Source: an optimization exercise on an open RTL-to-GDS flow (aim: small area). Production flows keep margins and buffers that such runs may drop.
Only simulation tests tie the RTL to the original design; equivalence was not proved.
The clock cells of run 6 come from the design's own scripts or RTL, not from TritonCTS.
No driver is modelled on the clock port, so clock power and skew are understated where the tree is cut down; a real chip needs a root buffer or a tree.
Power and IR drop assume default switching activity.

--- design/flow/flow/run.sh ---
#!/bin/bash
# Standard ORFS layout with two changes: the port buffers are the smallest
# buffer cell, and clock tree synthesis uses small clock buffers without
# dummy loads. Everything else (synthesis, floorplan, power grid, tap cells,
# placement, routing) is the standard flow.
set -euo pipefail
export BUFFER_PORTS_ARGS="-buffer_cell sky130_fd_sc_hd__buf_1"
export CTS_ARGS="-sink_clustering_enable -repair_clock_nets -dont_use_dummy_load -buf_list sky130_fd_sc_hd__clkbuf_8"
bash standard.sh finish > standard_flow.log 2>&1
--- design/flow/standard.sh ---
#!/bin/bash
# synth_recipe.tcl (not shown) runs the flow's synth.tcl, then flattens the netlist and writes it again
# the make line also repeats each setting of config.mk as NAME=value (left out here)
make -C /OpenROAD-flow-scripts/flow DESIGN_CONFIG=/design/flow/config.mk WORK_HOME=/design/flow/orfs CLKGATE_MAP_FILE= SYNTH_SCRIPT=/design/flow/synth_recipe.tcl "${@:-finish}"
--- design/flow/config.mk ---
export PLATFORM = sky130hd
export DESIGN_NAME = uart_txrx_test
export DESIGN_NICKNAME = uart_txrx_test
export VERILOG_FILES = /design/flow/design.v
export SDC_FILE = /design/flow/constraint.sdc
export NUM_CORES = 4
export LEC_CHECK = 0
export CAP_MARGIN = 20
export CORE_MARGIN = 2
export CORE_UTILIZATION = 40
export PLACE_DENSITY = 0.6
export SLEW_MARGIN = 20
--- design/flow/constraint.sdc ---
create_clock -name core_clock -period 10.0 [get_ports {clk}]
set_input_delay 2.0000 -clock core_clock [delete_from_list [all_inputs] [get_ports {clk}]]
set_output_delay 2.0000 -clock core_clock [all_outputs]
set_load 0.01 [all_outputs]
--- design/flow/design.v ---
`timescale 1ns / 1ps
module uart_txrx_test(
    input  wire       clk,
    input  wire       n_reset,
    input  wire       TX_RDY,
    input  wire       RX_RDY,
    output reg        WEN,
    output reg        OEN,
    output reg  [7:0] uart_tx,
    input  wire [7:0] uart_rx,
    output reg  [3:0] ctrl,
    input  wire       sda_i,
    output reg        sda_o,
    output wire       sda_oe,
    output reg        scl,
    input  wire [3:0] key
);
    reg  [5:0]  ph;
    wire [15:0] PH_T = 16'h4cb3;
    wire        i2c_tick = ph[5] & ~ph[4] & ~ph[3] & ~ph[2] & ~ph[0];
    always @(posedge clk or negedge n_reset)
        if (!n_reset) ph <= 6'd0;
        else          ph <= {ph[4:0], PH_T[{ph[5], ph[4], ph[3], ph[1]}]};
    reg  [7:0]  tw, tr;
    wire [15:0] TM_T = 16'hac53;
    wire        tw_zero = (tw == 8'd0);
    wire        tr_zero = (tr == 8'd0);
    wire        write_valid = ~tw_zero;
    wire        read_valid  = ~tr_zero;
    always @(posedge clk or negedge n_reset)
        if (!n_reset) begin
            tw <= 8'd0;
            tr <= 8'd0;
        end else begin
            tw <= {tw[6:0], tw_zero ? key[2] : TM_T[{tw[7], tw[6], tw[5], tw[3]}]};
            tr <= {tr[6:0], tr_zero ? key[3] : TM_T[{tr[7], tr[6], tr[5], tr[3]}]};
        end
    reg  [10:0] cs;          
    reg         i2c_start;
    reg         wr_en, rd_en;
    reg         addr_inc;    
    reg  [7:0]  rd_data;     
    reg  [7:0]  po_data;     
    wire        cs_end = cs[0] & cs[1] & cs[2] & ~cs[3] & cs[4] & ~cs[6]
                       & ~cs[7] & ~cs[8] & ~cs[9] & ~cs[10];
    wire        i2c_end;
    always @(posedge clk or negedge n_reset)
        if (!n_reset) begin
            cs        <= 11'd0;
            i2c_start <= 1'b0;
            wr_en     <= 1'b0;
            rd_en     <= 1'b0;
            addr_inc  <= 1'b0;
            po_data   <= 8'd0;
        end else if (i2c_tick) begin
            i2c_start <= cs_end;
            cs <= ((!wr_en && !rd_en) || cs_end) ? 11'd0
                                                 : {cs[9:0], ~(cs[10] ^ cs[8])};
            if (i2c_end && wr_en)  wr_en <= 1'b0;
            else if (write_valid)  wr_en <= 1'b1;
            if (i2c_end && rd_en)  rd_en <= 1'b0;
            else if (read_valid)   rd_en <= 1'b1;
            if (!wr_en && !rd_en)  addr_inc <= 1'b0;
            else if (i2c_end)      addr_inc <= ~addr_inc;
            if (rd_en && i2c_end)  po_data <= rd_data;
        end
    localparam IDLE = 4'd00, START_1 = 4'd01, SEND_D_ADDR = 4'd02,
               ACK_1 = 4'd03, SEND_B_ADDR_H = 4'd04, ACK_2 = 4'd05,
               SEND_B_ADDR_L = 4'd06, ACK_3 = 4'd07, WR_DATA = 4'd08,
               ACK_4 = 4'd09, START_2 = 4'd10, SEND_RD_ADDR = 4'd11,
               ACK_5 = 4'd12, RD_DATA = 4'd13, N_ACK = 4'd14, STOP = 4'd15;
    reg [3:0] state;
    reg [1:0] cnt;
    reg [2:0] cnt_bit;
    reg       ack_q;
    wire is_ack = (state == ACK_1) || (state == ACK_2) || (state == ACK_3)
               || (state == ACK_4) || (state == ACK_5);
    wire last_q    = (cnt == 2'd3);
    wire byte_done = last_q && (cnt_bit == 3'd7);
    assign i2c_end = (state == IDLE) && cnt_bit[2];
    always @(posedge clk or negedge n_reset)
        if (!n_reset) begin
            state   <= IDLE;
            cnt     <= 2'd0;
            cnt_bit <= 3'd0;
            ack_q   <= 1'b1;
            rd_data <= 8'd0;
        end else if (i2c_tick) begin
            if (state != IDLE)
                cnt <= cnt + 1'b1;
            if ((state == IDLE) || (state == START_1) || (state == START_2)
                || is_ack || (state == N_ACK) || byte_done)
                cnt_bit <= 3'd0;
            else if (last_q)
                cnt_bit <= cnt_bit + 1'b1;
            if (is_ack && cnt == 2'd0)
                ack_q <= sda_i;
            if (state == RD_DATA && cnt == 2'd2)
                rd_data <= {rd_data[6:0], sda_i};
            case (state)
                IDLE:          if (i2c_start) state <= START_1;
                START_1:       if (last_q) state <= SEND_D_ADDR;
                SEND_D_ADDR:   if (byte_done) state <= ACK_1;
                ACK_1:         if (last_q && !ack_q) state <= SEND_B_ADDR_H;
                SEND_B_ADDR_H: if (byte_done) state <= ACK_2;
                ACK_2:         if (last_q && !ack_q) state <= SEND_B_ADDR_L;
                SEND_B_ADDR_L: if (byte_done) state <= ACK_3;
                ACK_3:         if (last_q && !ack_q) begin
                                   if (wr_en) state <= WR_DATA;
                                   else if (rd_en) state <= START_2;
                               end
                WR_DATA:       if (byte_done) state <= ACK_4;
                ACK_4:         if (last_q && !ack_q) state <= STOP;
                START_2:       if (last_q) state <= SEND_RD_ADDR;
                SEND_RD_ADDR:  if (byte_done) state <= ACK_5;
                ACK_5:         if (last_q && !ack_q) state <= RD_DATA;
                RD_DATA:       if (byte_done) state <= N_ACK;
                N_ACK:         if (last_q) state <= STOP;
                STOP:          if (last_q && cnt_bit == 3'd3) state <= IDLE;
            endcase
        end
    always @(*) begin
        case (state)
            IDLE:    scl = 1'b1;
            START_1: scl = (cnt != 2'd3);
            STOP:    scl = !((cnt_bit == 3'd0) && (cnt == 2'd0));
            default: scl = (cnt == 2'd1) || (cnt == 2'd2);
        endcase
    end
    wire [7:0] addr_l = {7'b0101101, addr_inc};
    always @(*) begin
        case (state)
            START_1:       sda_o = (cnt == 2'd0);
            SEND_D_ADDR:   sda_o = (cnt_bit == 3'd0) || (cnt_bit == 3'd2);
            SEND_B_ADDR_H: sda_o = 1'b0;
            SEND_B_ADDR_L: sda_o = addr_l[~cnt_bit];
            WR_DATA:       sda_o = (cnt_bit == 3'd0) || (cnt_bit == 3'd2)
                                || (cnt_bit == 3'd5) || (cnt_bit == 3'd7);
            START_2:       sda_o = (cnt <= 2'd1);
            SEND_RD_ADDR:  sda_o = (cnt_bit == 3'd0) || (cnt_bit == 3'd2)
                                || (cnt_bit == 3'd7);
            STOP:          sda_o = !((cnt_bit == 3'd0) && (cnt != 2'd3));
            default:       sda_o = 1'b1;
        endcase
    end
    assign sda_oe = !((state == RD_DATA) || is_ack);
    reg [1:0] slot;
    reg       rx_q;          
    reg       is_aa, is_a5, is_ff;
    reg [3:0] nib;
    always @(posedge clk or negedge n_reset)
        if (!n_reset) begin
            slot  <= 2'd0;
            rx_q  <= 1'b0;
            is_aa <= 1'b0;
            is_a5 <= 1'b0;
            is_ff <= 1'b0;
            nib   <= 4'd0;
            ctrl  <= 4'd0;
        end else begin
            rx_q <= RX_RDY;
            if (RX_RDY && !rx_q) begin
                slot <= slot + 1'b1;
                case (slot)
                    2'd0: is_aa <= (uart_rx == 8'hAA);
                    2'd1: is_a5 <= (uart_rx == 8'hA5);
                    2'd2: nib   <= uart_rx[3:0];
                    2'd3: is_ff <= (uart_rx == 8'hFF);
                endcase
            end
            if (rx_q && is_aa && is_a5 && is_ff)
                ctrl <= nib;
        end
    always @(posedge clk or negedge n_reset)
        if (!n_reset) begin
            uart_tx <= 8'b0;
            WEN     <= 1'b1;
            OEN     <= 1'b1;
        end else begin
            OEN <= ~(RX_RDY & TX_RDY);
            if (RX_RDY) begin
                uart_tx <= po_data;
                WEN     <= ~TX_RDY;
            end
        end
endmodule
==> results.json, run 1 <==
{
  "worst_slew_margin_rel_pct": 48.6,
  "min_path_type": "flop to flop",
  "critPathKind": "flop to primary output",
  "dp_cells": 476,
  "grt_pass1_wl_mm": 11.7,
  "layout_commonest_cell": "dfrtp_1",
  "cp-end-kind": "primary output",
  "setup_viol": 0,
  "clockBufferDepth": 2,
  "peakVddDrop_uv": 120,
  "grt_setup_unrepaired": "no",
  "routed_via_density": 5.23,
  "h-tree-depth": 3,
  "cp_max_fo": 7,
  "synthSimpleGateAreaFrac_pct": 13.1,
  "cts_tree": "yes",
  "ys_top_cells_by_area": "dfrtp_1 54%, mux2_2 9.9%, ha_1 4.2%",
  "netlist-cell-type-count": 50,
  "routedWlPerCell_um": 14.0,
  "syn_area_um2": 3860,
  "drt_wl_total_mm": 6.77,
  "die_w_um": 102,
  "synth-edff-count": 0,
  "grt_usage_pct": 14.3,
  "dr.pass1.iters": 4,
  "synth_top_family_by_area": "simple AND/OR/NAND/NOR gates",
  "run_status": "no timing/DRC/antenna violations",
  "clk_pin_slew_worst_paths_ns": 0.10,
  "ys.flop_type": "dfrtp_1",
  "antenna_cells": 0,
  "pwr_density_cell_nw_per_um2": 161,
  "grt_max_degree": 88,
  "antenna_found_initial": 0,
  "crit_path_start_kind": "flop",
  "synthAdderAreaFrac_pct": 4.22,
  "p_leak_nw": 1.88,
  "period_share_pct": 42.1,
  "pin_count": 34,
  "clk_latency_ns": 0.36,
  "yosysTopAreaCell": "dfrtp_1",
  "synth_compound_area_share_pct": 10.4,
  "start_util_pct": 41.5,
  "drv_slew": 0,
  "period_minus_slack_ns": 4.21,
  "overflow": 0,
  "syn_area_per_cell_um2": 11.7,
  "yosysSeqAreaShare_pct": 56.5,
  "layout-drive-gt1-share_pct": 15.7,
  "fp.dieH_um": 102,
  "cts_sinks": 87,
  "synth_seq_cells": 87,
  "cp_data_arrival_time_ns": 2.21,
  "first_iter_violations": 133,
  "cts-root-buf": "clkbuf_8",
  "grt_pass1_vias": 2397,
  "fin_cells": 485,
  "synthXorXnorAreaFrac_pct": 2.04,
  "die_area_um2": 10400,
  "fin_area_um2": 4210,
  "timing.fmax_mhz": 238,
  "setup_tns_ns": 0,
  "synthCells": 329,
  "core_area_um2": 9280,
  "skew_ns": 0.0437,
  "worst_slew_pin_slew_ns": 0.771,
  "io_buffers": 31,
  "synth_async_sr_flop_share_pct": 100,
  "area_growth_pct": 9.15,
  "synth_mux_area_share_pct": 11.0,
  "dpl_cell_area_um2": 4080,
  "syn-num-nets": 359,
  "vias": 2538,
  "final_cell_mix": "84 x dfrtp_1, 36 x nand2_1, 34 x mux2_2",
  "cts_resized": 0,
  "place_hpwl_mm": 4.60,
  "post-cts-setup-buffers": 0,
  "worst-endpoint-required_ns": 8.00,
  "ys.warnings.count": 1,
  "ant_nets": 0,
  "globalplace.congestion": 0.773,
  "hold_violations": 0,
  "ctsHoldBuffers": 0,
  "r2r_slack_ns": 7.71,
  "synth_top_area_share_pct": 54.5,
  "fin_util_pct": 45.4,
  "drc": 0,
  "max_cap_violations": 0,
  "cts_buffers": 9,
  "placementRows": 35,
  "fin_nets": 388
}
critical path, stage by stage, from the launching register on:
cell and delay [ns]:
dfrtp_1 0.45, ha_1 0.25, ha_1 0.27, a2111oi_0 0.40, nor2_1 0.09, a21oi_1 0.15
o21ai_0 0.11, buf_1 0.14
flip-flops by register name, summed over array words and instances (netlist names), 4 cells and up:
signal and cells:
ph 6, rd_data 8, state 4, po_data 8, uart_tx 8, tw 8, nib 4, tr 8
cs 11, ctrl 4
cells in the mapped netlist (all sizes together), types with 2 or more instances:
cell and count:
dfrtp 84, nand2 36, mux2 34, o21ai 23, nor2 14, ha 13, inv 11, a21oi 9
a22o 8, clkbuf 8, nand3 8, nand2b 7, nor3 7, nor4 7, xnor2 7, buf 6
o22ai 5, mux2i 4, o31ai 4, dfstp 3, or4 3, a211oi 2, a31oi 2, and3 2
nand4 2, nor3b 2, o211ai 2, xor2 2
worst paths after layout:
kind	from	end	depth (start not counted)
hold reg to reg	tw[0]$_DFF_PN0_	tw[1]$_DFF_PN0_	0
setup reg to reg	state[1]$_DFFE_PN0P_	po_data[0]$_DFFE_PN0P_	4
hold / removal	tw[0]$_DFF_PN0_	tw[1]$_DFF_PN0_	0
setup / recovery	cnt_bit[0]$_DFFE_PN0P_	sda_o	7
min in group asynchronous	n_reset	po_data[6]$_DFFE_PN0P_	2
max in group asynchronous	n_reset	state[0]$_DFFE_PN0P_	2
cell families (layout without fill, tap and decap cells):
group,Yosys count,in the layout
buffers and inverters,25,52
adder cells (fa/ha/maj),13,13
multiplexers,38,38
XOR/XNOR,9,9
AND/OR/NAND/NOR,94,94
AO/OA/AOI/OAI,63,63
flip-flops,87,87
metal layers:
layer | part of all wire [%] | GRT usage [%]
met5 | 0 | 0
met4 | 0.87 | 4.62
met3 | 3.3 | 3.56
met2 | 47 | 21.2
met1 | 49 | 20.9
per-stage QoR:
stage	worst slack, ns	hold WS (ns)	total power (W)
floorplan	6.47	0.354	0.000472
global placement	6.19	0.358	0.000495
detailed placement	6.23	0.363	0.000498
CTS	5.81	0.381	0.000690
global route	5.53	0.397	0.000720
finish	5.79	0.376	0.000676
cell type report:
class / instances / area [um2]
Tap cell: 129 / 161
Timing Repair Buffer: 32 / 131
Fill cell: 884 / 5070
Sequential cell: 87 / 2180
Multi-Input combinational cell: 217 / 1570
Inverter: 11 / 41.3
Clock buffer: 9 / 124
report_power, final:
part / internal (W) / switching [W]
registers: 0.000399 / 0.0000298
logic: 0.0000297 / 0.0000314
clock network: 0.0000806 / 0.000105
total: 0.000510 / 0.000166
==> run 2: changes to the inputs <==
==> design/flow/run.sh (new file) <==
#!/bin/bash
# synth_recipe.tcl (not shown) runs the flow's synth.tcl, then flattens the netlist and writes it again
# the make line also repeats each setting of config.mk as NAME=value (left out here)
make -C /OpenROAD-flow-scripts/flow DESIGN_CONFIG=/design/flow/config.mk WORK_HOME=/design/flow/orfs CLKGATE_MAP_FILE= SYNTH_SCRIPT=/design/flow/synth_recipe.tcl finish
removed: design/flow/flow/run.sh
removed: design/flow/standard.sh
==> results.json, run 2 <==
{
  "run_status": "no timing/DRC/antenna violations",
  "overflow": 0,
  "synth_mux_area_share_pct": 11.0,
  "synthSimpleGateAreaFrac_pct": 13.1,
  "place_hpwl_mm": 4.64,
  "clk_pin_slew_worst_paths_ns": 0.09,
  "synth_top_family_by_area": "simple AND/OR/NAND/NOR gates",
  "period_share_pct": 45.4,
  "first_iter_violations": 164,
  "yosysTopAreaCell": "dfrtp_1",
  "worst_slew_pin_slew_ns": 0.754,
  "crit_cells": 7,
  "core_area_um2": 9280,
  "skew_ns": 0.0116,
  "largest_reg_flops": 11,
  "netlist-cell-type-count": 50,
  "cp_max_fo": 7,
  "drc": 0,
  "timing.fmax_mhz": 220,
  "slowest_stage": "clkdlybuf4s50_1",
  "synth_compound_area_share_pct": 10.4,
  "synth_async_sr_flop_share_pct": 100,
  "io_buffers": 31,
  "regMostFlops": "cs",
  "clk_latency_ns": 0.35,
  "ys.flop_type": "dfrtp_1",
  "pwr_density_cell_nw_per_um2": 167,
  "wl_met2_mm": 3.19,
  "dp_cells": 475,
  "grt_max_degree": 88,
  "hold_violations": 0,
  "antenna_cells": 0,
  "top_layer_used": "met4",
  "start_util_pct": 41.5,
  "route.layer.met1.wl_mm": 3.36,
  "routedWlPerCell_um": 13.8,
  "synthCells": 329,
  "critPathKind": "flop to primary output",
  "cts-root-buf": "clkbuf_8",
  "placementRows": 35,
  "max_cap_violations": 0,
  "synth_top_area_share_pct": 54.5,
  "synth_common_cells": "84 x dfrtp_1, 36 x nand2_1, 34 x mux2_2",
  "fin_cells": 491,
  "worst-endpoint-required_ns": 8.00,
  "cts_buffers": 9,
  "syn-num-nets": 359,
  "worst_slew_margin_rel_pct": 49.7,
  "clockBufferDepth": 2,
  "grt_usage_pct": 14.4,
  "area_growth_pct": 15.9,
  "min_delay_path_depth": 0,
  "power_w": 0.000745,
  "syn_area_um2": 3860,
  "layout-drive-gt1-share_pct": 16.9,
  "vias": 2503,
  "synth_seq_cells": 87,
  "crit_path_max_incr_delay_ns": 0.49,
  "crit_path_start_kind": "flop",
  "yosysSeqAreaShare_pct": 56.5,
  "setup_viol": 0,
  "fin_util_pct": 48.2,
  "crit_top_cell": "ha_1",
  "period_minus_slack_ns": 4.54,
  "cts_resized": 0,
  "p_leak_nw": 1.99,
  "dr.pass1.iters": 4,
  "crit_buf_inv": 1,
  "met3WireLength_um": 169,
  "ys.warnings.count": 1,
  "drv_slew": 0,
  "synthAdderAreaFrac_pct": 4.22,
  "synthXorXnorAreaFrac_pct": 2.04,
  "reg2reg_depth": 4,
  "ctsHoldBuffers": 0,
  "h-tree-depth": 3,
  "fp.dieH_um": 102,
  "routed_via_density": 5.10,
  "peakVddDrop_uv": 122,
  "cp-end-kind": "primary output",
  "post-cts-setup-buffers": 0,
  "setup_tns_ns": 0,
  "grt_setup_unrepaired": "no",
  "die_w_um": 102,
  "cts_tree": "yes",
  "synth-edff-count": 0,
  "crit_family": "compound AO/OA/AOI/OAI gates",
  "antenna_found_initial": 0,
  "globalplace.congestion": 0.832,
  "cp_data_arrival_time_ns": 2.54,
  "ys_top_cells_by_area": "dfrtp_1 54%, mux2_2 9.9%, ha_1 4.2%",
  "cp_cell_sequence": "ha_1, ha_1, a2111oi_0, nor2_1, a21oi_1, o21ai_0, clkdlybuf4s50_1",
  "min_path_type": "flop to flop",
  "cts_sinks": 87,
  "fin_nets": 387,
  "drt_wl_total_mm": 6.78,
  "ant_nets": 0,
  "layout_commonest_cell": "dfrtp_1",
  "die_area_um2": 10400,
  "pin_count": 34,
  "yosysMostFrequentCell": "dfrtp_1",
  "final_cell_mix": "84 x dfrtp_1, 36 x nand2_1, 34 x mux2_2",
  "grt_pass1_wl_mm": 11.7,
  "grt_pass1_vias": 2483,
  "syn_area_per_cell_um2": 11.7
}
run 2: worst register-to-register path: stages (launching register included):
cell     delay, ns
dfrtp_1       0.60
or3_1         0.48
nor3_1        0.30
and3_1        0.47
mux2_2        0.39
run 2: report_power, final:
group	switching [W]	internal, W	total, W	leakage [nW]
clock	0.000128	0.000120	0.000248	0.103
sequential	0.0000314	0.000399	0.000431	1.15
combinational	0.0000323	0.0000342	0.0000665	0.735
total	0.000192	0.000553	0.000745	1.99
run 2: per-layer routing:
metal,track usage [%],vias to the layer above
li1,-,1233
met1,19.7,1238
met2,22.0,28
met3,3.90,4
met4,5.13,0
met5,0,-
run 2: kinds of logic (layout without fill, tap and decap cells):
logic type               Yosys count  in the layout
AO/OA/AOI/OAI                     63             63
XOR/XNOR                           9              9
adder cells (fa/ha/maj)           13             13
buffers and inverters             25             58
flip-flops                        87             87
multiplexers                      38             38
AND/OR/NAND/NOR                   94             94
run 2: path summary, 6_finish.rpt:
| check | from | to | slack, ns |
|---|---|---|---|
| max in group asynchronous | n_reset | nib[2]$_DFFE_PN0P_ | 7.79 |
| min in group asynchronous | n_reset | po_data[6]$_DFFE_PN0P_ | 1.69 |
| min reg2reg | ph[1]$_DFF_PN0_ | ph[2]$_DFF_PN0_ | 0.38 |
| min | ph[1]$_DFF_PN0_ | ph[2]$_DFF_PN0_ | 0.38 |
| max reg2reg | state[1]$_DFFE_PN0P_ | po_data[7]$_DFFE_PN0P_ | 7.67 |
| max | cnt_bit[0]$_DFFE_PN0P_ | sda_o | 5.46 |
run 2: per-stage QoR:
stage	setup slack (ns)	cell area [um2]	hold WS, ns
after floorplan	6.47	3860	0.354
after global placement	5.87	4260	0.358
after detailed placement	5.89	4260	0.364
after CTS	5.46	4470	0.380
after global routing	5.23	4470	0.402
final	5.46	4470	0.380
run 2: area by class of cell:
class / instances / area (um2)
clock buffers: 10 / 128
inverters: 11 / 41.3
multi-input cells: 217 / 1570
well taps: 129 / 161
clock inverters: 6 / 76.3
fillers: 896 / 4810
flip-flops and latches: 87 / 2180
repair buffers: 31 / 312
==> run 3: changes to the inputs <==
--- a/design/flow/design.v
+++ b/design/flow/design.v
@@ -69,13 +69,13 @@
                SEND_B_ADDR_L = 4'd06, ACK_3 = 4'd07, WR_DATA = 4'd08,
                ACK_4 = 4'd09, START_2 = 4'd10, SEND_RD_ADDR = 4'd11,
                ACK_5 = 4'd12, RD_DATA = 4'd13, N_ACK = 4'd14, STOP = 4'd15;
+    localparam [1:0] Q0 = 2'b00, Q1 = 2'b01, Q2 = 2'b11, Q3 = 2'b10;
     reg [3:0] state;
     reg [1:0] cnt;
     reg [2:0] cnt_bit;
-    reg       ack_q;
     wire is_ack = (state == ACK_1) || (state == ACK_2) || (state == ACK_3)
                || (state == ACK_4) || (state == ACK_5);
-    wire last_q    = (cnt == 2'd3);
+    wire last_q    = (cnt == Q3);
     wire byte_done = last_q && (cnt_bit == 3'd7);
     assign i2c_end = (state == IDLE) && cnt_bit[2];
     always @(posedge clk or negedge n_reset)
@@ -83,37 +83,37 @@
             state   <= IDLE;
             cnt     <= 2'd0;
             cnt_bit <= 3'd0;
-            ack_q   <= 1'b1;
             rd_data <= 8'd0;
         end else if (i2c_tick) begin
             if (state != IDLE)
-                cnt <= cnt + 1'b1;
-            if ((state == IDLE) || (state == START_1) || (state == START_2)
-                || is_ack || (state == N_ACK) || byte_done)
+                cnt <= {cnt[0], ~cnt[1]};
+            if (is_ack) begin
+                if (cnt == Q0)
+                    cnt_bit <= {2'b00, sda_i};
+            end else if ((state == IDLE) || (state == START_1) || (state == START_2)
+                || (state == N_ACK) || byte_done)
                 cnt_bit <= 3'd0;
             else if (last_q)
                 cnt_bit <= cnt_bit + 1'b1;
-            if (is_ack && cnt == 2'd0)
-                ack_q <= sda_i;
-            if (state == RD_DATA && cnt == 2'd2)
+            if (state == RD_DATA && cnt == Q2)
                 rd_data <= {rd_data[6:0], sda_i};
             case (state)
                 IDLE:          if (i2c_start) state <= START_1;
                 START_1:       if (last_q) state <= SEND_D_ADDR;
                 SEND_D_ADDR:   if (byte_done) state <= ACK_1;
-                ACK_1:         if (last_q && !ack_q) state <= SEND_B_ADDR_H;
+                ACK_1:         if (last_q && !cnt_bit[0]) state <= SEND_B_ADDR_H;
                 SEND_B_ADDR_H: if (byte_done) state <= ACK_2;
-                ACK_2:         if (last_q && !ack_q) state <= SEND_B_ADDR_L;
+                ACK_2:         if (last_q && !cnt_bit[0]) state <= SEND_B_ADDR_L;
                 SEND_B_ADDR_L: if (byte_done) state <= ACK_3;
-                ACK_3:         if (last_q && !ack_q) begin
+                ACK_3:         if (last_q && !cnt_bit[0]) begin
                                    if (wr_en) state <= WR_DATA;
                                    else if (rd_en) state <= START_2;
                                end
                 WR_DATA:       if (byte_done) state <= ACK_4;
-                ACK_4:         if (last_q && !ack_q) state <= STOP;
+                ACK_4:         if (last_q && !cnt_bit[0]) state <= STOP;
                 START_2:       if (last_q) state <= SEND_RD_ADDR;
                 SEND_RD_ADDR:  if (byte_done) state <= ACK_5;
-                ACK_5:         if (last_q && !ack_q) state <= RD_DATA;
+                ACK_5:         if (last_q && !cnt_bit[0]) state <= RD_DATA;
                 RD_DATA:       if (byte_done) state <= N_ACK;
                 N_ACK:         if (last_q) state <= STOP;
                 STOP:          if (last_q && cnt_bit == 3'd3) state <= IDLE;
@@ -122,24 +122,24 @@
     always @(*) begin
         case (state)
             IDLE:    scl = 1'b1;
-            START_1: scl = (cnt != 2'd3);
-            STOP:    scl = !((cnt_bit == 3'd0) && (cnt == 2'd0));
-            default: scl = (cnt == 2'd1) || (cnt == 2'd2);
+            START_1: scl = (cnt != Q3);
+            STOP:    scl = !((cnt_bit == 3'd0) && (cnt == Q0));
+            default: scl = cnt[0];
         endcase
     end
     wire [7:0] addr_l = {7'b0101101, addr_inc};
     always @(*) begin
         case (state)
-            START_1:       sda_o = (cnt == 2'd0);
+            START_1:       sda_o = (cnt == Q0);
             SEND_D_ADDR:   sda_o = (cnt_bit == 3'd0) || (cnt_bit == 3'd2);
             SEND_B_ADDR_H: sda_o = 1'b0;
             SEND_B_ADDR_L: sda_o = addr_l[~cnt_bit];
             WR_DATA:       sda_o = (cnt_bit == 3'd0) || (cnt_bit == 3'd2)
                                 || (cnt_bit == 3'd5) || (cnt_bit == 3'd7);
-            START_2:       sda_o = (cnt <= 2'd1);
+            START_2:       sda_o = !cnt[1];
             SEND_RD_ADDR:  sda_o = (cnt_bit == 3'd0) || (cnt_bit == 3'd2)
                                 || (cnt_bit == 3'd7);
-            STOP:          sda_o = !((cnt_bit == 3'd0) && (cnt != 2'd3));
+            STOP:          sda_o = !((cnt_bit == 3'd0) && (cnt != Q3));
             default:       sda_o = 1'b1;
         endcase
     end
==> design/flow/flow/run.sh (new file) <==
#!/bin/bash
# The standard ORFS flow with three changes:
#  - synthesis maps the logic with an area-oriented ABC script (flow/abc_area.script)
#    in place of ORFS's delay-oriented one; everything else in synthesis is the
#    standard script (same passes, same flip-flop mapping and names);
#  - the port buffers are the smallest buffer cell (buf_1);
#  - clock tree synthesis uses clkbuf_8 without dummy loads.
set -euo pipefail
W=$(pwd)
rm -rf "$W/scripts_area"
cp -r "$FLOW_HOME/scripts" "$W/scripts_area"
cp "$W/flow/abc_area.script" "$W/scripts_area/abc_speed.script"
SCRIPTS_DIR="$W/scripts_area" bash standard.sh synth > synth_flow.log 2>&1
export BUFFER_PORTS_ARGS="-buffer_cell sky130_fd_sc_hd__buf_1"
export CTS_ARGS="-sink_clustering_enable -repair_clock_nets -dont_use_dummy_load -buf_list sky130_fd_sc_hd__clkbuf_8"
bash standard.sh finish > layout_flow.log 2>&1
==> design/flow/flow/abc_area.script (new file) <==
strash
&get -n
&st
&dch
&nf -a -R 1000
&st
&dch
&nf -a -R 1000
&put
topo
dnsize -c
==> design/flow/standard.sh (new file) <==
#!/bin/bash
# synth_recipe.tcl (not shown) runs the flow's synth.tcl, then flattens the netlist and writes it again
# the make line also repeats each setting of config.mk as NAME=value (left out here)
make -C /OpenROAD-flow-scripts/flow DESIGN_CONFIG=/design/flow/config.mk WORK_HOME=/design/flow/orfs CLKGATE_MAP_FILE= SYNTH_SCRIPT=/design/flow/synth_recipe.tcl "${@:-finish}"
removed: design/flow/run.sh
==> results.json, run 3 <==
{
  "drt_wl_total_mm": 6.21,
  "synth_common_cells": "84 x dfrtp_1, 33 x mux2_1, 30 x nand2_1",
  "clk_latency_ns": 0.34,
  "worst_slew_margin_rel_pct": 50.1,
  "setup_tns_ns": 0,
  "ant_nets": 0,
  "p_leak_nw": 1.83,
  "pin_count": 34,
  "fp.dieH_um": 98.6,
  "top_layer_used": "met4",
  "drv_slew": 0,
  "cp_max_fo": 10,
  "synthXorXnorAreaFrac_pct": 1.71,
  "antenna_found_initial": 0,
  "clockBufferDepth": 2,
  "final_cell_mix": "84 x dfrtp_1, 33 x mux2_1, 30 x nand2_1, 30 x buf_1, 17 x nor2_1",
  "reg2reg_depth": 5,
  "overflow": 0,
  "fin_ws_ns": 5.87,
  "grt_pass1_wl_mm": 11.0,
  "cp_cell_sequence": "nor3_1, nand2_1, nand3_1, o221ai_1, or3_1, buf_1",
  "worst-endpoint-required_ns": 8.00,
  "run_status": "no timing/DRC/antenna violations",
  "synth_seq_cells": 86,
  "core_area_um2": 8680,
  "grt_pass1_vias": 2300,
  "period_minus_slack_ns": 4.13,
  "synth_top_family_by_area": "simple AND/OR/NAND/NOR gates",
  "met3WireLength_um": 257,
  "ys.flop_type": "dfrtp_1",
  "h-tree-depth": 3,
  "cts_sinks": 86,
  "antenna_cells": 0,
  "slowest_stage": "dfrtp_1",
  "grt_usage_pct": 14.2,
  "cp-end-kind": "primary output",
  "globalplace.congestion": 0.884,
  "io_buffers": 31,
  "largest_reg_flops": 11,
  "yosysTopAreaCell": "dfrtp_1",
  "syn_area_um2": 3580,
  "fin_nets": 362,
  "synthAdderAreaFrac_pct": 3.50,
  "reg2reg_from": "ph[3]$_DFF_PN0_",
  "max_cap_violations": 0,
  "cts_tree": "yes",
  "setup_viol": 0,
  "synth_mux_area_share_pct": 10.9,
  "yosysSeqAreaShare_pct": 60.2,
  "synthSimpleGateAreaFrac_pct": 12.8,
  "place_hpwl_mm": 4.26,
  "first_iter_violations": 135,
  "cp_data_arrival_time_ns": 2.13,
  "cts-root-buf": "clkbuf_8",
  "r2r-end": "po_data[7]$_DFFE_PN0P_",
  "synth-edff-count": 0,
  "cts_buffers": 9,
  "area_growth_pct": 10.9,
  "layout_commonest_cell": "dfrtp_1",
  "route.layer.met1.wl_mm": 3.15,
  "timing.fmax_mhz": 242,
  "whs_endpoint": "ph[3]$_DFF_PN0_",
  "period_share_pct": 41.3,
  "routedWlPerCell_um": 14.1,
  "ys_top_cells_by_area": "dfrtp_1 59%, mux2_1 10%, ha_1 3.5%",
  "skew_ns": 0.0213,
  "r2r_slack_ns": 7.37,
  "grt_setup_unrepaired": "no",
  "placementRows": 34,
  "fillCellCount": 840,
  "fin_util_pct": 45.7,
  "wl_met2_mm": 2.74,
  "min_delay_path_depth": 0,
  "synth_top_area_share_pct": 58.8,
  "netlist-cell-type-count": 37,
  "ys.warnings.count": 1,
  "regMostFlops": "cs",
  "pre_cts_ws_ns": 6.22,
  "routed_via_density": 5.27,
  "start_util_pct": 41.2,
  "vias": 2324,
  "syn_area_per_cell_um2": 12.3,
  "drc": 0,
  "post-cts-setup-buffers": 0,
  "die_w_um": 98.6,
  "hp-start": "ph[2]$_DFF_PN0_",
  "peakVddDrop_uv": 108,
  "worst_slew_pin_slew_ns": 0.748,
  "hold_violations": 0,
  "crit_path_start_kind": "flop",
  "yosysMostFrequentCell": "dfrtp_1",
  "layout-drive-gt1-share_pct": 3.90,
  "grt_max_degree": 87,
  "dr.pass1.iters": 4,
  "synthCells": 292,
  "critPathKind": "flop to primary output",
  "min_path_type": "flop to flop",
  "synth_async_sr_flop_share_pct": 100,
  "synth_compound_area_share_pct": 10.0,
  "die_area_um2": 9720,
  "ctsHoldBuffers": 0,
  "pwr_density_cell_nw_per_um2": 167,
  "cts_resized": 0,
  "clk_pin_slew_worst_paths_ns": 0.08,
  "crit_path_max_incr_delay_ns": 0.49,
  "syn-num-nets": 319
}
[run 3: cell types whose count changed after synthesis, moves of 4 or more]
cell	change
a21oi_1	+4
nand2_1	-6
nand4_1	+4
clkbuf_1	-8
mux2_2	-34
mux2_1	+33
clkinv_1	+7
a22o_1	+4
inv_1	-11
o21ai_0	-8
o22ai_1	-4
nor2b_1	+5
[run 3: worst max path at each step]
stage,start,endpoint,slack [ns],depth (start not counted)
detailed placement,RX_RDY,is_aa$_DFFE_PN0P_,6.22,5
finish,state[2]$_DFFE_PN0P_,sda_o,5.87,6
CTS,state[3]$_DFFE_PN0P_,sda_o,5.87,6
global placement,state[3]$_DFFE_PN0P_,sda_o,6.25,6
global route,state[3]$_DFFE_PN0P_,sda_o,5.66,6
floorplan,cnt_bit[0]$_DFFE_PN0P_,sda_o,6.55,5
[run 3: worst max-delay path: cells and delay by family, from the launching register on]
| family | cells | cell delay (ns) |
|---|---|---|
| AOI/OAI and AO/OA | 1 | 0.11 |
| and+or+nand+nor | 4 | 1.06 |
| DFF | 1 | 0.49 |
| buffers and inverters | 1 | 0.13 |
[run 3: routing by layer]
layer  vias to the layer above  global-route usage (%)
met2                        39                    20.6
met1                      1138                    20.2
met4                         0                    4.11
met5                         -                       0
met3                         7                    4.96
li1                       1140                       -
[run 3: logic make-up after synthesis]
kind of cell             count (synthesis)
XOR/XNOR                                 7
multiplexers                            35
AND/OR/NAND/NOR                         92
AO/OA/AOI/OAI                           55
adder cells (fa/ha/maj)                 10
buffers and inverters                    7
flip-flops                              86
[run 3: area by class of cell]
type,count,area [um2],area share [%]
Multi-Input combinational cell,199,1400,35.2
Tap cell,108,135,3.41
Inverter,7,26.3,0.662
Sequential cell,86,2150,54.3
Clock buffer,9,124,3.12
Timing Repair Buffer,32,131,3.31
[run 3: metrics by stage]
step	area, um2	instances	total power, W	hold WS (ns)
global placement	3840	432	0.000488	0.361
finish	3970	441	0.000664	0.362
detailed placement	3840	432	0.000492	0.361
floorplan	3580	292	0.000465	0.354
global route	3970	441	0.000708	0.388
CTS	3960	441	0.000676	0.360
[run 3: where the power goes]
group          internal [W]  switching (W)  leakage (nW)
registers          0.000395      0.0000293          1.14
clock network     0.0000805      0.0000995        0.0647
logic             0.0000277      0.0000318         0.627
total              0.000503       0.000161          1.83
==> run 4: changes to the inputs <==
--- a/design/flow/design.v
+++ b/design/flow/design.v
@@ -73,11 +73,25 @@
     reg [3:0] state;
     reg [1:0] cnt;
     reg [2:0] cnt_bit;
+    wire [2:0] cnt_bit_nx = {cnt_bit[1:0],
+                             cnt_bit[2] ^ cnt_bit[1] ^ ~(cnt_bit[1] | cnt_bit[0])};
+    reg [2:0] bpos;
+    always @(*)
+        case (cnt_bit)
+            3'b000: bpos = 3'd0;
+            3'b001: bpos = 3'd1;
+            3'b010: bpos = 3'd2;
+            3'b101: bpos = 3'd3;
+            3'b011: bpos = 3'd4;
+            3'b111: bpos = 3'd5;
+            3'b110: bpos = 3'd6;
+            default: bpos = 3'd7;
+        endcase
     wire is_ack = (state == ACK_1) || (state == ACK_2) || (state == ACK_3)
                || (state == ACK_4) || (state == ACK_5);
     wire last_q    = (cnt == Q3);
-    wire byte_done = last_q && (cnt_bit == 3'd7);
-    assign i2c_end = (state == IDLE) && cnt_bit[2];
+    wire byte_done = last_q && (cnt_bit == 3'b100);
+    assign i2c_end = (state == IDLE) && cnt_bit[0];
     always @(posedge clk or negedge n_reset)
         if (!n_reset) begin
             state   <= IDLE;
@@ -94,7 +108,7 @@
                 || (state == N_ACK) || byte_done)
                 cnt_bit <= 3'd0;
             else if (last_q)
-                cnt_bit <= cnt_bit + 1'b1;
+                cnt_bit <= cnt_bit_nx;
             if (state == RD_DATA && cnt == Q2)
                 rd_data <= {rd_data[6:0], sda_i};
             case (state)
@@ -116,7 +130,7 @@
                 ACK_5:         if (last_q && !cnt_bit[0]) state <= RD_DATA;
                 RD_DATA:       if (byte_done) state <= N_ACK;
                 N_ACK:         if (last_q) state <= STOP;
-                STOP:          if (last_q && cnt_bit == 3'd3) state <= IDLE;
+                STOP:          if (last_q && cnt_bit == 3'b101) state <= IDLE;
             endcase
         end
     always @(*) begin
@@ -131,15 +145,15 @@
     always @(*) begin
         case (state)
             START_1:       sda_o = (cnt == Q0);
-            SEND_D_ADDR:   sda_o = (cnt_bit == 3'd0) || (cnt_bit == 3'd2);
+            SEND_D_ADDR:   sda_o = (bpos == 3'd0) || (bpos == 3'd2);
             SEND_B_ADDR_H: sda_o = 1'b0;
-            SEND_B_ADDR_L: sda_o = addr_l[~cnt_bit];
-            WR_DATA:       sda_o = (cnt_bit == 3'd0) || (cnt_bit == 3'd2)
-                                || (cnt_bit == 3'd5) || (cnt_bit == 3'd7);
+            SEND_B_ADDR_L: sda_o = addr_l[~bpos];
+            WR_DATA:       sda_o = (bpos == 3'd0) || (bpos == 3'd2)
+                                || (bpos == 3'd5) || (bpos == 3'd7);
             START_2:       sda_o = !cnt[1];
-            SEND_RD_ADDR:  sda_o = (cnt_bit == 3'd0) || (cnt_bit == 3'd2)
-                                || (cnt_bit == 3'd7);
-            STOP:          sda_o = !((cnt_bit == 3'd0) && (cnt != Q3));
+            SEND_RD_ADDR:  sda_o = (bpos == 3'd0) || (bpos == 3'd2)
+                                || (bpos == 3'd7);
+            STOP:          sda_o = !((bpos == 3'd0) && (cnt != Q3));
             default:       sda_o = 1'b1;
         endcase
     end
@@ -160,12 +174,12 @@
         end else begin
             rx_q <= RX_RDY;
             if (RX_RDY && !rx_q) begin
-                slot <= slot + 1'b1;
+                slot <= {slot[0], ~slot[1]};     
                 case (slot)
-                    2'd0: is_aa <= (uart_rx == 8'hAA);
-                    2'd1: is_a5 <= (uart_rx == 8'hA5);
-                    2'd2: nib   <= uart_rx[3:0];
-                    2'd3: is_ff <= (uart_rx == 8'hFF);
+                    2'b00: is_aa <= (uart_rx == 8'hAA);
+                    2'b01: is_a5 <= (uart_rx == 8'hA5);
+                    2'b11: nib   <= uart_rx[3:0];
+                    2'b10: is_ff <= (uart_rx == 8'hFF);
                 endcase
             end
             if (rx_q && is_aa && is_a5 && is_ff)
--- a/design/flow/flow/run.sh
+++ b/design/flow/flow/run.sh
@@ -12,5 +12,5 @@
 cp "$W/flow/abc_area.script" "$W/scripts_area/abc_speed.script"
 SCRIPTS_DIR="$W/scripts_area" bash standard.sh synth > synth_flow.log 2>&1
 export BUFFER_PORTS_ARGS="-buffer_cell sky130_fd_sc_hd__buf_1"
-export CTS_ARGS="-sink_clustering_enable -repair_clock_nets -dont_use_dummy_load -buf_list sky130_fd_sc_hd__clkbuf_8"
+export CTS_ARGS="-sink_clustering_enable -repair_clock_nets -dont_use_dummy_load -buf_list sky130_fd_sc_hd__clkbuf_16 -sink_clustering_size 100 -sink_clustering_max_diameter 1000"
 bash standard.sh finish > layout_flow.log 2>&1
==> results.json, run 4 <==
{
  "p_int_w": 0.000573,
  "routed_via_density": 5.36,
  "period_minus_slack_ns": 3.99,
  "critical_path.endpoint": "sda_o",
  "layout_commonest_cell": "dfrtp_1",
  "area_growth_pct": 14.3,
  "synth_top_area_share_pct": 60.7,
  "pin_count": 34,
  "first_iter_violations": 87,
  "hold_violations": 0,
  "netlist-cell-type-count": 38,
  "synth_seq_cells": 86,
  "p_comb_share_pct": 6.2,
  "layout-drive-gt1-share_pct": 4.38,
  "cts-root-buf": "clkbuf_16",
  "critPathKind": "flop to primary output",
  "period_share_pct": 39.9,
  "drc": 0,
  "cts_buffers": 9,
  "antenna_found_initial": 0,
  "reg2reg_depth": 9,
  "synthCells": 279,
  "setup_tns_ns": 0,
  "largest_reg_flops": 11,
  "skew_ns": 0.0153,
  "syn_area_per_cell_um2": 12.4,
  "yosysSeqAreaShare_pct": 62.2,
  "drv_slew": 0,
  "pwr-share-clk_pct": 36.3,
  "r2r-end": "cnt_bit[2]$_DFFE_PN0P_",
  "grt_usage_pct": 13.9,
  "place_hpwl_mm": 4.09,
  "cts_tree": "yes",
  "worst-endpoint-required_ns": 8.00,
  "clockBufferDepth": 2,
  "syn_area_um2": 3460,
  "fin_ws_ns": 6.01,
  "pwr_density_cell_nw_per_um2": 185,
  "start_util_pct": 41.7,
  "cts_sinks": 86,
  "sw_frac_of_total_pct": 21.8,
  "fin_nets": 339,
  "ant_nets": 0,
  "clk_pin_slew_worst_paths_ns": 0.05,
  "ys.warnings.count": 1,
  "vias": 2280,
  "yosysTopAreaCell": "dfrtp_1",
  "peakVddDrop_uv": 75.1,
  "ctsHoldBuffers": 0,
  "grt_max_degree": 87,
  "die_w_um": 97.1,
  "run_status": "no timing/DRC/antenna violations",
  "post-cts-setup-buffers": 0,
  "io_buffers": 31,
  "power_switching_w": 0.000160,
  "routedWlPerCell_um": 13.9,
  "antenna_cells": 0,
  "p_leak_nw": 1.82,
  "power_w": 0.000733,
  "ys.flop_type": "dfrtp_1",
  "final_cell_mix": "84 x dfrtp_1, 33 x mux2_1, 30 x buf_1",
  "synth_common_cells": "84 x dfrtp_1, 33 x mux2_1, 23 x nand2_1",
  "pre_cts_ws_ns": 6.36,
  "cts_resized": 0,
  "globalplace.congestion": 0.845,
  "dr.pass1.iters": 4,
  "max_cap_violations": 0,
  "drt_wl_total_mm": 5.92,
  "timing.fmax_mhz": 250,
  "cp_data_arrival_time_ns": 1.99,
  "setup_viol": 0,
  "grt_pass1_wl_mm": 10.8,
  "critical_path.startpoint": "state[3]$_DFFE_PN0P_",
  "grt_setup_unrepaired": "no",
  "die_area_um2": 9420,
  "regMostFlops": "cs",
  "grt_pass1_vias": 2343,
  "synth-edff-count": 0,
  "core_area_um2": 8300,
  "reg2reg_from": "state[3]$_DFFE_PN0P_",
  "h-tree-depth": 3,
  "p_seq_share_pct": 57.5,
  "r2r_slack_ns": 7.17,
  "clk_latency_ns": 0.33,
  "worst_slew_pin_slew_ns": 0.851,
  "min_path_type": "flop to flop",
  "yosysMostFrequentCell": "dfrtp_1",
  "synth_async_sr_flop_share_pct": 100,
  "fp.dieH_um": 97.1,
  "placementRows": 33,
  "syn-num-nets": 296,
  "worst_slew_margin_rel_pct": 43.1,
  "crit_path_start_kind": "flop",
  "ys_top_cells_by_area": "dfrtp_1 61%, mux2_1 11%, a22o_1 2.8%",
  "overflow": 0,
  "cp-end-kind": "primary output",
  "cp_max_fo": 13
}
## run 4: per-layer routing
metal	vias to the layer above	track usage [%]	part of all wire, %
met5	-	0	0
met4	0	6.61	2.1
met3	11	3.17	3.6
met2	41	20.7	45
met1	1111	19.4	50
li1	1117	-	-
## run 4: logic make-up (layout without fill, tap and decap cells)
| family | after synthesis | after routing | synth area share (%) |
|---|---|---|---|
| mux | 35 | 35 | 11.3 |
| xor+xnor | 7 | 7 | 1.77 |
| flops | 86 | 86 | 62.2 |
| simple gates | 92 | 92 | 13.5 |
| compound gates | 57 | 57 | 11.0 |
| buf+inv | 2 | 43 | 0.217 |
## run 4: how the worst min path moves through the flow
| stage | cells after the start | to | slack, ns | startpoint |
|---|---|---|---|---|
| floorplan | 0 | ph[2]$_DFF_PN0_ | 0.35 | ph[1]$_DFF_PN0_ |
| global placement | 0 | ph[3]$_DFF_PN0_ | 0.36 | ph[2]$_DFF_PN0_ |
| detailed placement | 0 | ph[3]$_DFF_PN0_ | 0.36 | ph[2]$_DFF_PN0_ |
| CTS | 0 | ph[3]$_DFF_PN0_ | 0.38 | ph[2]$_DFF_PN0_ |
| global route | 0 | ph[3]$_DFF_PN0_ | 0.38 | ph[2]$_DFF_PN0_ |
| finish | 0 | tw[5]$_DFF_PN0_ | 0.38 | tw[4]$_DFF_PN0_ |
## run 4: final cells by class
type,count,area (um2)
sequential,86,2150
timing repair buffer,32,131
inverter,2,7.51
fill,751,4340
tap,105,131
multi-input combinational,191,1310
clock buffer,9,225
## run 4: metrics by stage
step / hold WS (ns) / cells / utilization, % / area (um2)
2_1_floorplan: 0.354 / 279 / - / 3460
3_5_place_dp: 0.364 / 416 / 44.9 / 3720
4_1_cts: 0.378 / 425 / 47.6 / 3950
5_1_grt: 0.384 / 425 / 47.7 / 3960
6_report: 0.376 / 425 / 47.7 / 3960
3_3_place_gp: 0.362 / 416 / 44.9 / 3720
## run 4: power by group through the flow
| stage | Combinational [W] | Sequential, W | Clock, W |
|---|---|---|---|
| finish | 0.0000451 | 0.000422 | 0.000266 |
| global route | 0.0000513 | 0.000428 | 0.000292 |
| floorplan | 0.0000304 | 0.000420 | 0 |
| global placement | 0.0000455 | 0.000426 | 0 |
| CTS | 0.0000467 | 0.000423 | 0.000276 |
| detailed placement | 0.0000456 | 0.000428 | 0 |
## run 4: worst max-delay path, cell delays in order, from the launching register on
cell and delay (ns):
dfrtp_1 0.60, nor2_1 0.16, and2_0 0.21, a211o_1 0.31, a31oi_1 0.14, nand4_1 0.11
buf_1 0.13
==> run 5: changes to the inputs <==
--- a/design/flow/flow/run.sh
+++ b/design/flow/flow/run.sh
@@ -12,5 +12,5 @@
 cp "$W/flow/abc_area.script" "$W/scripts_area/abc_speed.script"
 SCRIPTS_DIR="$W/scripts_area" bash standard.sh synth > synth_flow.log 2>&1
 export BUFFER_PORTS_ARGS="-buffer_cell sky130_fd_sc_hd__buf_1"
-export CTS_ARGS="-sink_clustering_enable -repair_clock_nets -dont_use_dummy_load -buf_list sky130_fd_sc_hd__clkbuf_16 -sink_clustering_size 100 -sink_clustering_max_diameter 1000"
+export CTS_ARGS="-sink_clustering_enable -repair_clock_nets -dont_use_dummy_load -buf_list sky130_fd_sc_hd__clkbuf_8"
 bash standard.sh finish > layout_flow.log 2>&1
==> results.json, run 5 <==
{
  "cp-end-kind": "primary output",
  "fin_area_um2": 3860,
  "hold_violations": 0,
  "clk_latency_ns": 0.34,
  "peakVddDrop_uv": 64.7,
  "max_cap_violations": 0,
  "regMostFlops": "cs",
  "ys.warnings.count": 1,
  "largest_reg_flops": 11,
  "vias": 2257,
  "h-tree-depth": 3,
  "pwr_density_cell_nw_per_um2": 167,
  "fin_ws_ns": 5.97,
  "grt_usage_pct": 13.9,
  "die_w_um": 97.1,
  "cp_cell_sequence": "nor2_1, and2_0, a211o_1, a31oi_1, nand4_1, buf_1",
  "syn_area_um2": 3460,
  "layout_commonest_cell": "dfrtp_1",
  "antenna_found_initial": 0,
  "ys.flop_type": "dfrtp_1",
  "pre_cts_ws_ns": 6.36,
  "cts_sinks": 86,
  "fp.dieH_um": 97.1,
  "crit_path_max_incr_delay_ns": 0.62,
  "start_util_pct": 41.7,
  "yosysTopAreaCell": "dfrtp_1",
  "first_iter_violations": 89,
  "worst-endpoint-required_ns": 8.00,
  "setup_viol": 0,
  "dp_cells": 416,
  "period_share_pct": 40.3,
  "cts_resized": 0,
  "placementRows": 33,
  "routed_via_density": 5.31,
  "p_leak_nw": 1.77,
  "place_hpwl_mm": 4.09,
  "slowest_stage": "dfrtp_1",
  "synthCells": 279,
  "grt_pass1_vias": 2323,
  "synth_common_cells": "84 x dfrtp_1, 33 x mux2_1, 23 x nand2_1",
  "syn_area_per_cell_um2": 12.4,
  "fin_cells": 425,
  "cts_tree": "yes",
  "synth-edff-count": 0,
  "drt_wl_total_mm": 5.92,
  "synth_async_sr_flop_share_pct": 100,
  "min_path_type": "flop to flop",
  "grt_setup_unrepaired": "no",
  "cp_data_arrival_time_ns": 2.03,
  "netlist-cell-type-count": 38,
  "setup_tns_ns": 0,
  "layout-drive-gt1-share_pct": 4.38,
  "routedWlPerCell_um": 13.9,
  "cts_buffers": 9,
  "yosysSeqAreaShare_pct": 62.2,
  "cp_max_fo": 13,
  "synth_top_area_share_pct": 60.7,
  "crit_path_start_kind": "flop",
  "dpl_cell_area_um2": 3720,
  "dr.pass1.iters": 4,
  "timing.fmax_mhz": 248,
  "synth_seq_cells": 86,
  "post-cts-setup-buffers": 0,
  "final_cell_mix": "84 x dfrtp_1, 33 x mux2_1, 30 x buf_1",
  "die_area_um2": 9420,
  "cts-root-buf": "clkbuf_8",
  "yosysMostFrequentCell": "dfrtp_1",
  "period_minus_slack_ns": 4.03,
  "area_growth_pct": 11.3,
  "grt_max_degree": 87,
  "syn-num-nets": 296,
  "clk_pin_slew_worst_paths_ns": 0.07,
  "worst_slew_pin_slew_ns": 0.852,
  "power_w": 0.000645,
  "ctsHoldBuffers": 0,
  "globalplace.congestion": 0.845,
  "overflow": 0,
  "clockBufferDepth": 2,
  "fillCellCount": 767,
  "drv_slew": 0,
  "worst_slew_margin_rel_pct": 43.1,
  "antenna_cells": 0,
  "drc": 0,
  "ant_nets": 0,
  "core_area_um2": 8300,
  "pin_count": 34,
  "fin_nets": 339,
  "io_buffers": 31,
  "skew_ns": 0.0197,
  "ys_top_cells_by_area": "dfrtp_1 61%, mux2_1 11%, a22o_1 2.8%",
  "critPathKind": "flop to primary output",
  "grt_pass1_wl_mm": 10.7,
  "run_status": "no timing/DRC/antenna violations"
}
## run 5: cell count changes in the layout (fill, tap and decap cells not counted)
cell and change:
clkbuf_8 +9, clkbuf_16 -9
## run 5: stage by stage
stage / hold WS (ns) / util, %
CTS: 0.383 / 46.4
global route: 0.389 / 46.5
global placement: 0.362 / 44.9
finish: 0.379 / 46.5
floorplan: 0.354 / -
detailed placement: 0.364 / 44.9
## run 5: path summary, 6_finish.rpt
| check | from | to | slack (ns) | cells past startpoint |
|---|---|---|---|---|
| max | state[3]$_DFFE_PN0P_ | sda_o | 5.97 | 6 |
| min | tw[4]$_DFF_PN0_ | tw[5]$_DFF_PN0_ | 0.38 | 0 |
| max reg2reg | state[3]$_DFFE_PN0P_ | cnt_bit[2]$_DFFE_PN0P_ | 7.15 | 9 |
| min reg2reg | tw[4]$_DFF_PN0_ | tw[5]$_DFF_PN0_ | 0.38 | 0 |
| max in group asynchronous | n_reset | is_a5$_DFFE_PN0P_ | 7.67 | 2 |
| min in group asynchronous | n_reset | ctrl[0]$_DFFE_PN0P_ | 1.80 | 2 |
## run 5: critical path: cells and delay by family, from the launching register on
| family | cells | cell delay [ns] |
|---|---|---|
| buf+inv | 1 | 0.13 |
| simple gates | 3 | 0.49 |
| flops | 1 | 0.62 |
| compound gates | 2 | 0.45 |
## run 5: layout make-up
cell class / instances / area, um2 / share of cell area (%)
well taps: 105 / 131 / 3.41
multi-input cells: 191 / 1310 / 33.9
repair buffers: 32 / 131 / 3.41
clock buffers: 9 / 124 / 3.21
inverters: 2 / 7.51 / 0.195
flip-flops and latches: 86 / 2150 / 55.9
## run 5: power by group
| group | switching [W] | internal [W] | total [W] | leakage (nW) |
|---|---|---|---|---|
| registers | 0.0000284 | 0.000393 | 0.000421 | 1.14 |
| logic | 0.0000227 | 0.0000222 | 0.0000450 | 0.570 |
| clock network | 0.0000983 | 0.0000805 | 0.000179 | 0.0647 |
| total | 0.000149 | 0.000495 | 0.000645 | 1.77 |
## run 5: routing by layer
metal | routed length (um) | vias to the layer above | global-route usage (%)
met3 | 254 | 9 | 3.60
met5 | 0 | - | 0
li1 | - | 1109 | -
met1 | 2920 | 1097 | 19.2
met2 | 2640 | 42 | 20.6
met4 | 104 | 0 | 6.28
## run 5: cells by family (layout without fill, tap and decap cells)
kind of cell	after synthesis	in the layout	share of synthesized area, %
simple gates	92	92	13.5
flops	86	86	62.2
compound gates	57	57	11.0
mux	35	35	11.3
xor+xnor	7	7	1.77
buf+inv	2	43	0.217
==> run 6: changes to the inputs <==
==> design/flow/flow/run.sh (replaced) <==
#!/bin/bash
# The standard ORFS flow with these changes:
#  - synthesis maps the logic with an area-oriented ABC script (flow/abc_area.script)
#    in place of ORFS's delay-oriented one; everything else in synthesis is the
#    standard script (same passes, same flip-flop mapping and names);
#  - the port buffers are the smallest buffer cell (buf_1);
#  - the clock tree is built by flow/mycts.tcl (through ORFS's PRE_CTS_TCL hook)
#    in place of TritonCTS: one root buffer and balanced groups of flip-flops,
#    each behind its own leaf buffer; the rest of the CTS step (legalisation,
#    timing repair) is ORFS's.
set -euo pipefail
W=$(pwd)
rm -rf "$W/scripts_area"
cp -r "$FLOW_HOME/scripts" "$W/scripts_area"
cp "$W/flow/abc_area.script" "$W/scripts_area/abc_speed.script"
SCRIPTS_DIR="$W/scripts_area" bash standard.sh synth > synth_flow.log 2>&1
export BUFFER_PORTS_ARGS="-buffer_cell sky130_fd_sc_hd__buf_1"
export MY_FLOW_DIR="$W/flow"
export PRE_CTS_TCL="$W/flow/cts_hook.tcl"
bash standard.sh finish > layout_flow.log 2>&1
==> design/flow/flow/cts_hook.tcl (new file) <==
# PRE_CTS_TCL hook: clock_tree_synthesis is replaced by the tree of mycts.tcl
# (root buffer plus balanced leaf buffers, smallest tree meeting the slew target).
source [file join $::env(MY_FLOW_DIR) mycts.tcl]
rename clock_tree_synthesis orfs_clock_tree_synthesis
proc clock_tree_synthesis {args} {
  set B sky130_fd_sc_hd__
  set A [dict create clkbuf_2 5.0048 clkbuf_4 7.5072 clkbuf_8 13.7632 clkbuf_16 25.024]
  set cfgs {}
  foreach {leaf Ks} {clkbuf_4 {8 9 10 11 12 13 14 15 16} clkbuf_8 {4 5 6 7 8 9 10}} {
    foreach K $Ks {
      lappend cfgs [list [expr {[dict get $A clkbuf_2] + $K * [dict get $A $leaf]}] ${B}clkbuf_2 ${B}$leaf $K]
    }
  }
  set cfgs [lsort -real -index 0 $cfgs]
  set tries {}
  foreach c $cfgs { lappend tries [lrange $c 1 end] }
  lappend tries [list ${B}clkbuf_8 ${B}clkbuf_16 10]
  my_cts 0.110 $tries
}
==> design/flow/flow/mycts.tcl (new file) <==
# Clock tree built here in place of TritonCTS: the clock port drives one
# root buffer, which drives K leaf buffers; each leaf drives one group of
# flip-flops (k-means on their placed positions) and sits at the group's
# centre. Trees are tried from the smallest total buffer area up, and the
# first whose worst flip-flop clock-pin slew (placement parasitics) is under
# the target is kept.

proc cts_sinks {} {
  set clk_net [[ord::get_db_block] findNet clk]
  set sinks {}
  foreach it [$clk_net getITerms] { lappend sinks $it }
  return $sinks
}

# balanced clusters by recursive bisection along the longer side
proc cts_bisect {idx pts K} {
  if {$K == 1} { return [list $idx] }
  set xs {}; set ys {}
  foreach i $idx { lappend xs [lindex $pts $i 0]; lappend ys [lindex $pts $i 1] }
  set xs [lsort -integer $xs]; set ys [lsort -integer $ys]
  set dim [expr {([lindex $xs end] - [lindex $xs 0]) >= ([lindex $ys end] - [lindex $ys 0]) ? 0 : 1}]
  set items {}
  foreach i $idx { lappend items [list $i [lindex $pts $i $dim]] }
  set items [lsort -integer -index 1 $items]
  set K1 [expr {$K / 2}]
  set cut [expr {int(round([llength $idx] * double($K1) / $K))}]
  set a {}; set b {}
  set j 0
  foreach it $items { if {$j < $cut} { lappend a [lindex $it 0] } else { lappend b [lindex $it 0] }; incr j }
  return [concat [cts_bisect $a $pts $K1] [cts_bisect $b $pts [expr {$K - $K1}]]]
}

proc cts_balanced {pts K} {
  set idx {}
  for {set i 0} {$i < [llength $pts]} {incr i} { lappend idx $i }
  set groups [cts_bisect $idx $pts $K]
  set asg [lrepeat [llength $pts] 0]
  set cents {}
  set k 0
  foreach g $groups {
    set mx 0; set my 0
    foreach i $g { lset asg $i $k; set mx [expr {$mx + [lindex $pts $i 0]}]; set my [expr {$my + [lindex $pts $i 1]}] }
    set m [llength $g]
    lappend cents [list [expr {int($mx / $m)}] [expr {int($my / $m)}]]
    incr k
  }
  return [list $cents $asg]
}

proc cts_kmeans {pts K} {
  set n [llength $pts]
  set order [lsort -integer -index 0 $pts]
  set cents {}
  for {set k 0} {$k < $K} {incr k} { lappend cents [lindex $order [expr {int(($k + 0.5) * $n / $K)}]] }
  set asg {}
  for {set iter 0} {$iter < 40} {incr iter} {
    set asg {}
    foreach p $pts {
      set best 0; set bd 1e18
      for {set k 0} {$k < $K} {incr k} {
        set c [lindex $cents $k]
        set d [expr {abs([lindex $p 0]-[lindex $c 0]) + abs([lindex $p 1]-[lindex $c 1])}]
        if {$d < $bd} { set bd $d; set best $k }
      }
      lappend asg $best
    }
    set newc {}
    for {set k 0} {$k < $K} {incr k} {
      set mx 0; set my 0; set m 0
      foreach p $pts a $asg { if {$a == $k} { set mx [expr {$mx+[lindex $p 0]}]; set my [expr {$my+[lindex $p 1]}]; incr m } }
      if {$m > 0} { lappend newc [list [expr {int($mx/$m)}] [expr {int($my/$m)}]] } else { lappend newc [lindex $cents $k] }
    }
    set cents $newc
  }
  return [list $cents $asg]
}

# builds the tree; returns the list of created instances and nets
proc cts_build {sinks root_cell leaf_cell K} {
  set block [ord::get_db_block]
  set db [ord::get_db]
  set clk_net [$block findNet clk]
  set pts {}
  foreach it $sinks {
    set loc [[$it getInst] getLocation]
    lappend pts [list [lindex $loc 0] [lindex $loc 1]]
  }
  lassign [cts_balanced $pts $K] cents asg
  set sx 0; set sy 0
  foreach c $cents { set sx [expr {$sx + [lindex $c 0]}]; set sy [expr {$sy + [lindex $c 1]}] }
  set made {}
  set root [odb::dbInst_create $block [$db findMaster $root_cell] "clkbuf_root"]
  $root setLocation [expr {int($sx / $K)}] [expr {int($sy / $K)}]
  $root setPlacementStatus PLACED
  set rnet [odb::dbNet_create $block "clknet_root"]
  $rnet setSigType CLOCK
  [$root findITerm A] connect $clk_net
  [$root findITerm X] connect $rnet
  lappend made $root $rnet
  for {set k 0} {$k < $K} {incr k} {
    set c [lindex $cents $k]
    set leaf [odb::dbInst_create $block [$db findMaster $leaf_cell] "clkbuf_leaf_$k"]
    $leaf setLocation [lindex $c 0] [lindex $c 1]
    $leaf setPlacementStatus PLACED
    set lnet [odb::dbNet_create $block "clknet_leaf_$k"]
    $lnet setSigType CLOCK
    [$leaf findITerm A] connect $rnet
    [$leaf findITerm X] connect $lnet
    lappend made $leaf $lnet
    foreach it $sinks a $asg { if {$a == $k} { $it disconnect; $it connect $lnet } }
  }
  return $made
}

proc cts_undo {sinks made} {
  set clk_net [[ord::get_db_block] findNet clk]
  foreach it $sinks { $it disconnect; $it connect $clk_net }
  foreach o $made {
    if {[string match *_dbInst $o]} { odb::dbInst_destroy $o }
  }
  foreach o $made {
    if {[string match *_dbNet $o]} { odb::dbNet_destroy $o }
  }
}

proc cts_worst_slew {} {
  estimate_parasitics -placement
  set worst 0
  foreach pin [get_pins -hierarchical */CLK] {
    set s [get_property $pin slew_max]
    if {$s > $worst} { set worst $s }
  }
  return $worst
}

proc my_cts {target configs} {
  set sinks [cts_sinks]
  set_propagated_clock [all_clocks]
  foreach cfg $configs {
    lassign $cfg root_cell leaf_cell K
    set made [cts_build $sinks $root_cell $leaf_cell $K]
    set w [cts_worst_slew]
    puts "my_cts: root $root_cell, $K x $leaf_cell: worst clock-pin slew $w"
    if {$w <= $target} { return }
    cts_undo $sinks $made
  }
  error "my_cts: no tree met the slew target"
}
==> results.json, run 6 <==
{
  "layout-drive-gt1-share_pct": 4.97,
  "clk_pin_slew_worst_paths_ns": 0.09,
  "final_cell_mix": "84 x dfrtp_1, 33 x mux2_1, 30 x buf_1",
  "ant_nets": 0,
  "dr.pass1.iters": 4,
  "setup_viol": 0,
  "drc": 0,
  "die_area_um2": 9420,
  "crit_path_max_incr_delay_ns": 0.60,
  "overflow": 0,
  "hold_violations": 0,
  "crit_path_start_kind": "flop",
  "worst_slew_margin_rel_pct": 41.7,
  "antenna_found_initial": 0,
  "grt_max_degree": 87,
  "grt_pass1_wl_mm": 10.8,
  "post-cts-setup-buffers": 0,
  "pwr_density_cell_nw_per_um2": 161,
  "vias": 2305,
  "synth-edff-count": 0,
  "ctsHoldBuffers": 0,
  "ys.flop_type": "dfrtp_1",
  "fp.dieH_um": 97.1,
  "max_cap_violations": 0,
  "synth_seq_cells": 86,
  "antenna_cells": 0,
  "yosysMostFrequentCell": "dfrtp_1",
  "placementRows": 33,
  "grt_setup_unrepaired": "no",
  "syn_area_um2": 3460,
  "synthCells": 279,
  "ys.warnings.count": 1,
  "area_growth_pct": 10.1,
  "skew_ns": 0.0119,
  "slowest_stage": "dfrtp_1",
  "min_path_type": "flop to flop",
  "ys_top_cells_by_area": "dfrtp_1 61%, mux2_1 11%, a22o_1 2.8%",
  "syn_area_per_cell_um2": 12.4,
  "p_leak_nw": 1.76,
  "globalplace.congestion": 0.845,
  "regMostFlops": "cs",
  "worst_slew_pin_slew_ns": 0.873,
  "place_hpwl_mm": 4.09,
  "cts_resized": 0,
  "syn-num-nets": 296,
  "die_w_um": 97.1,
  "yosysTopAreaCell": "dfrtp_1",
  "cp_cell_sequence": "nor2_1, and2_0, a211o_1, a31oi_1, nand4_1, buf_1",
  "grt_usage_pct": 13.0,
  "timing.fmax_mhz": 238,
  "start_util_pct": 41.7,
  "grt_pass1_vias": 2358,
  "yosysSeqAreaShare_pct": 62.2,
  "core_area_um2": 8300,
  "fin_nets": 341,
  "netlist-cell-type-count": 38,
  "period_share_pct": 42.0,
  "peakVddDrop_uv": 50.1,
  "cp_max_fo": 13,
  "synth_top_area_share_pct": 60.7,
  "power_w": 0.000612,
  "routed_via_density": 5.40,
  "layout_commonest_cell": "dfrtp_1",
  "io_buffers": 31,
  "routedWlPerCell_um": 14.0,
  "synth_common_cells": "84 x dfrtp_1, 33 x mux2_1, 23 x nand2_1",
  "pin_count": 34,
  "drv_slew": 0,
  "synth_async_sr_flop_share_pct": 100,
  "cp-end-kind": "primary output",
  "setup_tns_ns": 0,
  "drt_wl_total_mm": 5.97,
  "worst-endpoint-required_ns": 8.00,
  "run_status": "no timing/DRC/antenna violations",
  "period_minus_slack_ns": 4.20,
  "cp_data_arrival_time_ns": 2.20,
  "largest_reg_flops": 11,
  "first_iter_violations": 73,
  "critPathKind": "flop to primary output",
  "clk_latency_ns": 0.53
}
## run 6: cell types whose count changed in the layout (fill, tap and decap cells not counted), sizes merged
cell	before	now
clkbuf	10	12
## run 6: cell type report
cell class                 count  area [um2]
inverter                       2        7.51
tap                          105         131
multi-input combinational    191        1310
fill                         773        4490
timing repair buffer          32         131
buffer                        11        80.1
sequential                    86        2150
## run 6: stage by stage
stage,cells,instance area (um2),worst slack [ns],hold WS [ns],util (%)
global route,427,3810,5.62,0.380,46.0
detailed placement,416,3720,6.36,0.364,44.9
CTS,427,3800,5.75,0.373,45.8
global placement,416,3720,6.40,0.362,44.9
floorplan,279,3460,6.59,0.354,-
finish,427,3810,5.80,0.377,46.0
## run 6: report_power, final
part / internal (W) / switching [W] / total [W] / leakage, nW
Sequential: 0.000392 / 0.0000283 / 0.000420 / 1.14
Clock: 0.0000480 / 0.0000987 / 0.000147 / 0.0502
Combinational: 0.0000223 / 0.0000230 / 0.0000453 / 0.570
Total: 0.000462 / 0.000150 / 0.000612 / 1.76
## run 6: routing by layer
layer  part of all wire (%)  global-route usage, %  vias to the layer above  wire length, um
met2                     45                   20.8                       47             2690
met5                      0                      0                        -                0
met1                     48                   18.9                     1126             2880
met4                    2.7                   3.90                        0              164
met3                    3.9                   1.29                       15              235
li1                       -                      -                     1117                -
## run 6: critical path, delay by kind of cell (launching register included)
kind,cells,cell delay [ns]
flip-flops,1,0.60
AND/OR/NAND/NOR,3,0.48
AO/OA/AOI/OAI,2,0.45
buffers and inverters,1,0.13
## run 6: cells by family (layout without fill, tap and decap cells)
| kind of cell | count (synthesis) | in the layout | synth area share (%) |
|---|---|---|---|
| XOR/XNOR | 7 | 7 | 1.77 |
| AO/OA/AOI/OAI | 57 | 57 | 11.0 |
| AND/OR/NAND/NOR | 92 | 92 | 13.5 |
| multiplexers | 35 | 35 | 11.3 |
| buffers and inverters | 2 | 45 | 0.217 |
| flip-flops | 86 | 86 | 62.2 |
## run 6: worst paths after layout
path                                               end  cells after the start            startpoint  slack, ns
worst min-delay path                   ph[3]$_DFF_PN0_                      0       ph[2]$_DFF_PN0_       0.38
worst max register to register  cnt_bit[2]$_DFFE_PN0P_                      9  state[3]$_DFFE_PN0P_       7.16
min in group asynchronous          ctrl[0]$_DFFE_PN0P_                      2               n_reset       1.61
worst max-delay path                             sda_o                      6  state[3]$_DFFE_PN0P_       5.80
worst min register to register         ph[3]$_DFF_PN0_                      0       ph[2]$_DFF_PN0_       0.38
max in group asynchronous       po_data[2]$_DFFE_PN0P_                      2               n_reset       7.88
